From an optimization exercise on the open Yosys and OpenROAD flow, aimed at small area, a short achievable clock period and few clock cycles; shortcuts taken in it are not production practice.
The clock input has no modelled driver; a real chip could not lean on it and would need a root buffer or a full tree.
Power figures rest on the tool's default switching activity, not on a simulated workload.

Design AEC, start of the top module:
module AEC(clk, rst, ascii_in, ready, valid, result);
input clk;
input rst;
input ready;
input [7:0] ascii_in;
output valid;
output [6:0] result;
reg valid_r;            
reg k_dig, k_pm, k_mul, k_lp, k_rp;    
reg [3:0] xv;           
wire active = k_dig | k_pm | k_mul | k_lp | k_rp;
wire inexpr = ready | active;
wire [7:0] a = ascii_in;
wire is_eq  = a[4] & a[3] & a[2];              
wire is_dig = a[6] | (a[4] & ~(a[3] & a[2]));  
wire is_op  = ~a[6] & ~a[4];                   
wire [2:0] a_inc = a[2:0] + 3'd1;
always @(posedge clk) begin
	if (rst) begin
		valid_r <= 1'b0;
		k_dig   <= 1'b0;
		k_pm    <= 1'b0;
		k_mul   <= 1'b0;
		k_lp    <= 1'b0;
		k_rp    <= 1'b0;
	end else begin
		valid_r <= inexpr & is_eq;
		k_dig   <= inexpr & is_dig;
		k_pm    <= inexpr & is_op & a[0] & (a[1] | a[2]);  
		k_mul   <= inexpr & is_op & ~a[0] & a[1];           
		k_lp    <= inexpr & is_op & ~a[0] & ~a[1];          
		k_rp    <= inexpr & is_op & a[0] & ~a[2] & ~a[1];   
	end
	xv <= a[6] ? {1'b1, a_inc} :
	      is_op ? {a[2], 3'b000} :
	      a[3:0];
end
reg [6:0] A, B, K;
reg [13:0] E0, E1;        
reg [6:0] E2;             
reg [5:0] F;              
reg po;                   
wire [6:0] S_o = {7{k_rp & F[0]}} & E0[13:7];
wire [6:0] r0 = {7{xv[0]}} & B;
wire [6:0] r1 = {7{xv[1]}} & {B[5:0], 1'b0};
wire [6:0] r2 = {7{xv[2]}} & {B[4:0], 2'b0};
wire sub = k_pm & xv[3];
wire cin = k_mul | sub;
wire [6:0] r3 = ({7{xv[3] & ~k_pm}} & {B[3:0], 3'b0}) | S_o | ({7{k_mul}} & ~B) |
                ({7{k_pm}} & (K ^ {7{sub}}));
wire [6:0] s1 = r0 ^ r1 ^ r2;
wire [6:0] c1 = (r0 & r1) | (r0 & r2) | (r1 & r2);
wire [6:0] t1 = {c1[5:0], 1'b0};
wire [6:0] s2 = s1 ^ t1 ^ r3;
wire [6:0] c2 = (s1 & t1) | (s1 & r3) | (t1 & r3);
wire [6:0] t2 = {c2[5:0], cin};
wire [6:0] s3 = s2 ^ t2 ^ A;
wire [6:0] c3 = (s2 & t2) | (s2 & A) | (t2 & A);
wire [6:0] P = s2 + t2;
wire [6:0] Q = s3 + {c3[5:0], 1'b0};
wire [6:0] K_o = F[0] ? E0[6:0] : K;
always @(posedge clk) begin
	if (~active) begin
		A <= 7'd0;
		B <= 7'd1;
		K <= 7'd1;
		F <= 6'd0;
	end else begin
		if (k_dig) begin
			A <= Q;
			B <= P;
		end else if (k_mul) begin
			A <= Q;
		end else if (k_pm) begin
			B <= P;
  ...
Size: about 390 cells after synthesis, roughly 73 flip-flops, roughly 4000 um2 of cells after synthesis.
clock: 14.0 ns
lec_check: 0
cap_margin: 20
core_margin: 2
core_utilization: 50
gpl_timing_driven: 0
slew_margin: 20
standard.sh (not shown) runs the stock make flow with config.mk's settings and CLKGATE_MAP_FILE= SYNTH_SCRIPT=/design/flow/synth_recipe.tcl, a recipe that flattens the netlist after the stock synthesis.
==> flow/flow/run.sh <==
#!/bin/bash
# Runs the standard ORFS layout (standard.sh) with the extra make
# settings listed one per line in flow/make_args, and flow/pre_cts.tcl as
# the CTS step's PRE_CTS_TCL hook (it builds the clock tree itself).
# make's output goes to standard_flow.log; each ORFS step also writes its
# own log under orfs/logs/.
set -euo pipefail
mapfile -t extra < flow/make_args
bash standard.sh "${extra[@]}" "PRE_CTS_TCL=$PWD/flow/pre_cts.tcl" finish > standard_flow.log 2>&1
==> flow/flow/make_args <==
SETUP_SLACK_MARGIN=10.45
BUFFER_PORTS_ARGS=-buffer_cell sky130_fd_sc_hd__buf_1
Other scripts of this flow, unchanged in this note and not shown: flow/flow/pre_cts.tcl
The first run finished with timing, DRC and antenna clean.
Edit:
CAP_MARGIN = 0   (was 20)
GPL_TIMING_DRIVEN = unset   (was 0)
SLEW_MARGIN = 0   (was 20)
Flip-flop and latch count does not change.
Synthesized area is unchanged.
Core utilization hardly moves.
Edit:
==> flow/flow/make_args (replaced) <==
SETUP_SLACK_MARGIN=10.4
BUFFER_PORTS_ARGS=-buffer_cell sky130_fd_sc_hd__buf_1
CAP_MARGIN = 20   (was 0)
SLEW_MARGIN = 20   (was 0)
The changed run completed without violations.
Final cell count stays the same.
Die area stays the same.
Via count is higher by 1.1%.
Edit:
==> flow/flow/make_args (replaced) <==
SETUP_SLACK_MARGIN=10.45
BUFFER_PORTS_ARGS=-buffer_cell sky130_fd_sc_hd__buf_1
PLACE_DENSITY = 0.8   (was unset)
=> Cell count rises by 0.81%. Setup slack got worse by 0.043 ns. Combinational power grows by 5.9%. Routed wire length goes down by 0.35%. Utilization grows by 0.35 points. Via count is higher by 3.5%. Area after synthesis is unchanged. Power rose by 0.33%.
Function was not checked in any run of this note: the RTL went through the layout flow alone. No run of this note takes its clock network from TritonCTS; it comes from the design's own scripts or RTL.

==> what the ideal ports hide <==
Ports are ideal in the flow. The routed layouts listed here were re-timed in OpenROAD. Step 1: set_driving_cell puts a clkbuf_16 on clk and a buf_2 on each other input, an assumption about the parent block. Step 2 times the ports against the registers' clock, not the clock port: input delays grow and output delays shrink by t, the midpoint of the rising clock arrivals with the driver on. a / b / c = ideal / step 1 / step 2; a / b = the first two.
run	t (ns)	setup slack, ns	worst setup path after step 2	slew at the worst register clock pin (ns)	worst slew at a driven data input, ns
the first run	0.220	10.382 / 10.302 / 10.421	input to register	0.08 / 0.08	0.03
the second run	0.221	10.474 / 10.395 / 10.390	input to register	0.08 / 0.08	0.03
the third run	0.222	10.454 / 10.374 / 10.386	input to register	0.08 / 0.08	0.03
the fourth run	0.218	10.411 / 10.332 / 10.393	input to register	0.08 / 0.08	0.03
After both steps every run listed still meets setup and hold. For the second run, which loses most, drivers alone change the setup slack by -0.079 ns; drivers and shift together by -0.084 ns.
